This is an optimization exercise on Yosys and OpenROAD, whose aim is small area, a short achievable clock period and few clock cycles per item, not a production implementation.
In this exercise RTL edits were held to simulation tests only and were not proved equivalent to the original.

==> flow/design.v <==
module JAM (
    input CLK,
    input RST,
    output reg [2:0] W,
    output reg [2:0] J,
    input [6:0] Cost,
    output reg [3:0] MatchCount,
    output reg [9:0] MinCost,
    output Valid
);
localparam S_COL = 4'd0, S_ROW = 4'd1, S_RK1 = 4'd2, S_RK2 = 4'd3,
           S_RK3 = 4'd4, S_INIT = 4'd5, S_SRCH = 4'd6, S_DRAIN = 4'd7,
           S_FIN = 4'd8, S_DONE = 4'd9;
localparam K_TRY = 2'd0, K_LEAF = 2'd1, K_RR = 2'd2, K_ZD = 2'd3;
reg  [3:0]  st;
reg  [3:0]  pst;          
reg  [5:0]  v [0:7];      
reg  [6:0]  u [0:7];      
reg  [2:0]  z [0:7];      
reg  [3:0]  key [0:6];    
reg  [2:0]  rank [0:7];   
reg  [6:0]  m1, m2;       
reg  [2:0]  z1;           
reg         cf;           
reg         rk;           
reg         rk2;          
reg  [2:0]  rrow;         
reg  [3:0]  nkey;         
reg  [2:0]  k;            
reg  [7:0]  used;         
reg  [1:0]  kind;
reg  [2:0]  jstk [0:6];   
reg  [6:0]  creg;
reg  [7:0]  uvreg;        
reg  [1:0]  pkind_up;
reg  [2:0]  pw, pj;
reg  [2:0]  pkup, prow_up, pnchild;
reg  [7:0]  pused_up;
reg  [1:0]  pkind;
reg         pvld;
reg  [9:0]  bud;          
integer i;
assign Valid = (st == S_DONE);
function [3:0] next_job;
    input [7:0] m;        
    input [2:0] zr;
    input [2:0] a;        
    input       first;    
    reg   [7:0] mz;
    integer n;
    begin
        mz = m | (8'd1 << zr);
        next_job = 4'd8;
        if (first && !m[zr]) next_job = {1'b0, zr};
        else
            for (n = 7; n >= 0; n = n - 1)
                if (!mz[n] && (first || a == zr || n > a)) next_job = n;
    end
endfunction
function [2:0] row_at;
    input [2:0] x;
    input [23:0] rv;
    integer n;
    begin
        row_at = 3'd0;
        for (n = 0; n < 8; n = n + 1)
            if (rv[3*n +: 3] == x) row_at = n;
    end
endfunction
wire [23:0] rkv = {rank[7], rank[6], rank[5], rank[4], rank[3], rank[2], rank[1], rank[0]};
wire [6:0] cmin = (pw == 3'd0 || creg < m1) ? creg : m1;
wire [6:0] cv = creg - uvreg[6:0];      
wire [5:0] m1s = (m1 > 7'd63) ? 6'd63 : m1[5:0];
wire [5:0] cmins = (cmin > 7'd63) ? 6'd63 : cmin[5:0];
wire       lt1 = cv < m1;
wire       lt2 = cv < m2;
wire       new1 = (pj == 3'd0) || lt1;
wire [6:0] gap = m2 - m1;
reg  [7:0] gt, ge;
always @(*) begin
    for (i = 0; i < 8; i = i + 1) begin
        gt[i] = (i < 7) && (i < rrow) && (nkey > key[i < 7 ? i : 0]);
        ge[i] = (i < 7) && (i < rrow) && !(nkey > key[i < 7 ? i : 0]);
    end
end
wire [2:0] nge = ge[0] + ge[1] + ge[2] + ge[3] + ge[4] + ge[5] + ge[6];
wire [6:0] r = creg - uvreg[6:0];       
wire       le = {3'd0, r} <= bud;
wire       lt = {3'd0, r} < bud;
wire       eq = {3'd0, r} == bud;
wire       push = pvld && (pkind == K_TRY) && le;
wire [2:0] kdn = k - 3'd1;
wire [2:0] row_dn = row_at(kdn, rkv);
wire [2:0] jdn = jstk[kdn];
wire [3:0] nsib = next_job(used, z[W], J, 1'b0);
wire       has_sib = (kind == K_TRY || kind == K_RR) && !nsib[3];
wire [2:0] kup = k + 3'd1;
wire [2:0] row_up = row_at(kup, rkv);
wire [7:0] used_up = used | (8'd1 << J);
wire [3:0] nchild = next_job(used_up, z[row_up], 3'd0, 1'b1);
wire [1:0] kind_up = (kup == 3'd7) ? K_LEAF :
                     (nchild[2:0] == z[row_up]) ? K_ZD : K_TRY;
wire [2:0] row_0 = row_at(3'd0, rkv);
reg [2:0] sk, sW, sJ;
reg [7:0] sused;
reg [1:0] skind;
reg [3:0] sst;
always @(*) begin
    sk = k; sused = used; sW = W; sJ = J; skind = kind; sst = st;
    if (st == S_DRAIN) begin
        sst = S_FIN;
    end else if (kind == K_ZD) begin
        sk = kup;
        sused = used_up;
        sW = row_up;
        sJ = nchild[2:0];
        skind = kind_up;
    end else if (has_sib) begin
        sJ = nsib[2:0];
        skind = K_TRY;
    end else if (k != 3'd0) begin
        sk = kdn;
        sused = used & ~(8'd1 << jdn);
        sW = row_dn;
        sJ = jdn;
        skind = K_RR;
    end else begin
        sst = S_DRAIN;
    end
end
always @(posedge CLK) begin
    creg <= Cost;
    uvreg <= ((st == S_ROW) ? 8'd0 : {1'b0, u[W]}) + {2'b0, v[J]};
    pkind_up <= kind_up;
    pw <= W;
    pj <= J;
    pkup <= kup;
    prow_up <= row_up;
    pnchild <= nchild[2:0];
    pused_up <= used_up;
    pkind <= kind;
    pst <= st;
    if (RST) begin
        st <= S_COL;
        pst <= S_DONE;
        W <= 3'd0;
        J <= 3'd0;
        MinCost <= 10'd0;
        MatchCount <= 4'd0;
        rk <= 1'b0;
        rk2 <= 1'b0;
        cf <= 1'b0;
        pvld <= 1'b0;
    end else begin
        rk <= 1'b0;
        cf <= 1'b0;
        if (pst == S_COL) begin
            m1 <= cmin;
            if (pw == 3'd7) begin
                v[pj] <= cmins;
                cf <= 1'b1;
            end
        end
        if (cf) MinCost <= MinCost + m1s;
        if (pst == S_ROW) begin
            if (new1) begin
                m1 <= cv;
                z1 <= pj;
            end
            m2 <= (pj == 3'd0) ? 7'd127 : lt1 ? m1 : lt2 ? cv : m2;
            if (pj == 3'd7) begin
                rk <= 1'b1;
                rrow <= pw;
            end
        end
        if (rk) begin
            u[rrow] <= m1;
            z[rrow] <= z1;
            MinCost <= MinCost + m1;
            nkey <= (gap > 7'd15) ? 4'd15 : gap[3:0];
        end
        rk2 <= rk;
        if (rk2) begin
            for (i = 0; i < 8; i = i + 1)
                if (gt[i]) rank[i] <= rank[i] + 3'd1;
            rank[rrow] <= nge;
            if (rrow != 3'd7) key[rrow] <= nkey;
        end
        if ((st == S_SRCH || st == S_DRAIN) && pvld) begin
            case (pkind)
            K_TRY:  if (le) bud <= bud - r;
            K_LEAF: if (lt) begin
                        bud <= {3'd0, r};
                        MatchCount <= 4'd1;
                    end else if (eq)
                        MatchCount <= MatchCount + 4'd1;
            K_RR:   bud <= bud + r;
            default: ;
            endcase
        end
        if (push) jstk[pkup - 3'd1] <= pj;
        else if (st == S_SRCH && kind == K_ZD) jstk[k] <= J;
        case (st)
        S_COL: begin
            W <= W + 3'd1;
            if (W == 3'd7) begin
                J <= J + 3'd1;
                if (J == 3'd7) st <= S_ROW;
            end
        end
        S_ROW: begin
            J <= J + 3'd1;
            if (J == 3'd7) begin
                W <= W + 3'd1;
                if (W == 3'd7) st <= S_RK1;
            end
        end
        S_RK1: st <= S_RK2;
        S_RK2: st <= S_RK3;
        S_RK3: st <= S_INIT;
        S_INIT: begin
            st <= S_SRCH;
            W <= row_0;
            J <= z[row_0];
            k <= 3'd0;
            used <= 8'd0;
            kind <= K_ZD;
            bud <= 10'd1023;
            MatchCount <= 4'd0;
            pvld <= 1'b0;
        end
        S_SRCH, S_DRAIN: begin
            if (push) begin
                k <= pkup;
                used <= pused_up;
                W <= prow_up;
                J <= pnchild;
                kind <= pkind_up;
                pvld <= 1'b0;
                st <= S_SRCH;
            end else begin
                k <= sk;
                used <= sused;
                W <= sW;
                J <= sJ;
                kind <= skind;
                pvld <= 1'b1;
                st <= sst;
            end
        end
        S_FIN: begin
            MinCost <= MinCost + bud;
            st <= S_DONE;
        end
        default: ;
        endcase
    end
end
endmodule
export LEC_CHECK = 0
export ABC_AREA = 1
export CAP_MARGIN = 20
export CORE_MARGIN = 2
export CORE_UTILIZATION = 55
export PLACE_DENSITY = 0.7
export SETUP_SLACK_MARGIN = 5
export SLEW_MARGIN = 20
create_clock -name core_clock -period 9.0 [get_ports {CLK}]
run.sh (not shown) runs the stock make flow with config.mk's settings and CLKGATE_MAP_FILE= SYNTH_SCRIPT=/design/flow/synth_recipe.tcl, a recipe that flattens the netlist after the stock synthesis.
The starting point completed without violations.
Testbench counts at the start, summed over its fixed seeds: cycles 3,636, jobs 12.
Next try:
--- a/flow/design.v
+++ b/flow/design.v
@@ -9,14 +9,14 @@
     output Valid
 );
 localparam S_COL = 4'd0, S_ROW = 4'd1, S_RK1 = 4'd2, S_RK2 = 4'd3,
            S_RK3 = 4'd4, S_INIT = 4'd5, S_SRCH = 4'd6, S_DRAIN = 4'd7,
            S_FIN = 4'd8, S_DONE = 4'd9;
-localparam K_TRY = 2'd0, K_LEAF = 2'd1, K_RR = 2'd2, K_ZD = 2'd3;
+localparam K_TRY = 3'd0, K_LEAF = 3'd1, K_RR = 3'd2, K_ZD = 3'd3, K_POP = 3'd4;
 reg  [3:0]  st;
 reg  [3:0]  pst;          
-reg  [5:0]  v [0:7];      
+reg  [6:0]  v [0:7];      
 reg  [6:0]  u [0:7];      
 reg  [2:0]  z [0:7];      
 reg  [3:0]  key [0:6];    
 reg  [2:0]  rank [0:7];   
 reg  [6:0]  m1, m2;       
@@ -26,19 +26,19 @@
 reg         rk2;          
 reg  [2:0]  rrow;         
 reg  [3:0]  nkey;         
 reg  [2:0]  k;            
 reg  [7:0]  used;         
-reg  [1:0]  kind;
+reg  [2:0]  kind;
 reg  [2:0]  jstk [0:6];   
 reg  [6:0]  creg;
 reg  [7:0]  uvreg;        
-reg  [1:0]  pkind_up;
 reg  [2:0]  pw, pj;
 reg  [2:0]  pkup, prow_up, pnchild;
 reg  [7:0]  pused_up;
-reg  [1:0]  pkind;
+reg  [2:0]  pkind;
+reg  [2:0]  pkind_up;
 reg         pvld;
 reg  [9:0]  bud;          
 integer i;
 assign Valid = (st == S_DONE);
 function [3:0] next_job;
@@ -68,12 +68,10 @@
     end
 endfunction
 wire [23:0] rkv = {rank[7], rank[6], rank[5], rank[4], rank[3], rank[2], rank[1], rank[0]};
 wire [6:0] cmin = (pw == 3'd0 || creg < m1) ? creg : m1;
 wire [6:0] cv = creg - uvreg[6:0];      
-wire [5:0] m1s = (m1 > 7'd63) ? 6'd63 : m1[5:0];
-wire [5:0] cmins = (cmin > 7'd63) ? 6'd63 : cmin[5:0];
 wire       lt1 = cv < m1;
 wire       lt2 = cv < m2;
 wire       new1 = (pj == 3'd0) || lt1;
 wire [6:0] gap = m2 - m1;
 reg  [7:0] gt, ge;
@@ -92,20 +90,27 @@
 wire [2:0] kdn = k - 3'd1;
 wire [2:0] row_dn = row_at(kdn, rkv);
 wire [2:0] jdn = jstk[kdn];
 wire [3:0] nsib = next_job(used, z[W], J, 1'b0);
 wire       has_sib = (kind == K_TRY || kind == K_RR) && !nsib[3];
+wire       zdn = (jdn == z[row_dn]);    
+reg  [3:0] low_free;                    
+always @(*) begin
+    low_free = 4'd8;
+    for (i = 7; i >= 0; i = i - 1)
+        if (!used[i]) low_free = i;
+end
 wire [2:0] kup = k + 3'd1;
 wire [2:0] row_up = row_at(kup, rkv);
 wire [7:0] used_up = used | (8'd1 << J);
 wire [3:0] nchild = next_job(used_up, z[row_up], 3'd0, 1'b1);
-wire [1:0] kind_up = (kup == 3'd7) ? K_LEAF :
+wire [2:0] kind_up = (kup == 3'd7) ? K_LEAF :
                      (nchild[2:0] == z[row_up]) ? K_ZD : K_TRY;
 wire [2:0] row_0 = row_at(3'd0, rkv);
 reg [2:0] sk, sW, sJ;
 reg [7:0] sused;
-reg [1:0] skind;
+reg [2:0] skind;
 reg [3:0] sst;
 always @(*) begin
     sk = k; sused = used; sW = W; sJ = J; skind = kind; sst = st;
     if (st == S_DRAIN) begin
         sst = S_FIN;
@@ -120,25 +125,32 @@
         skind = K_TRY;
     end else if (k != 3'd0) begin
         sk = kdn;
         sused = used & ~(8'd1 << jdn);
         sW = row_dn;
-        sJ = jdn;
-        skind = K_RR;
+        if (!zdn) begin
+            sJ = jdn;
+            skind = K_RR;
+        end else if (!low_free[3]) begin
+            sJ = low_free[2:0];
+            skind = K_TRY;
+        end else begin
+            skind = K_POP;
+        end
     end else begin
         sst = S_DRAIN;
     end
 end
 always @(posedge CLK) begin
     creg <= Cost;
-    uvreg <= ((st == S_ROW) ? 8'd0 : {1'b0, u[W]}) + {2'b0, v[J]};
-    pkind_up <= kind_up;
+    uvreg <= ((st == S_ROW) ? 8'd0 : {1'b0, u[W]}) + {1'b0, v[J]};
     pw <= W;
     pj <= J;
     pkup <= kup;
     prow_up <= row_up;
     pnchild <= nchild[2:0];
+    pkind_up <= kind_up;
     pused_up <= used_up;
     pkind <= kind;
     pst <= st;
     if (RST) begin
         st <= S_COL;
@@ -155,15 +167,15 @@
         rk <= 1'b0;
         cf <= 1'b0;
         if (pst == S_COL) begin
             m1 <= cmin;
             if (pw == 3'd7) begin
-                v[pj] <= cmins;
+                v[pj] <= cmin;
                 cf <= 1'b1;
             end
         end
-        if (cf) MinCost <= MinCost + m1s;
+        if (cf) MinCost <= MinCost + m1;
         if (pst == S_ROW) begin
             if (new1) begin
                 m1 <= cv;
                 z1 <= pj;
             end
Result:
- sequential cell count went up by 10
- non-clock buffer count fell by 7
- critical path depth rose by 7
- synthesized cell count climbs by a few percent
- wire length came out higher by a few percent
- synthesized area climbs by a few percent
- final area came out higher by a few percent
Testbench counts after the change, summed over its fixed seeds: cycles 3,487, jobs 12.

==> port drivers added, routing unchanged <==
No port has a modelled driver above. Below, the same layouts with a new extraction and two added sets of constraints. Step 1: set_driving_cell puts a clkbuf_16 on CLK and a buf_2 on each other input, an assumption about the parent block. Step 2 moves the port delays by t, midway between the first and last clock arrival at a register: inputs arrive t later, outputs are due t later. That takes back most of the time a late clock gives input paths. a / b / c = no drivers / after step 1 / after step 2; a / b = the first two.
run | t, ns | setup WS [ns] | latest minus earliest clock arrival (ns) | worst slew at a driven data input, ns | pins driven straight from the clock port
the first run | 0.577 | 4.848 / 4.848 / 4.316 | 0.021 / 0.021 | 0.03 | 1
the second run | 0.581 | 4.690 / 4.690 / 4.541 | 0.027 / 0.027 | 0.04 | 1
After both steps setup and hold are still met in every run listed. For the first run, which loses most, drivers alone change the setup slack by 0.000 ns; drivers and shift together by -0.532 ns.
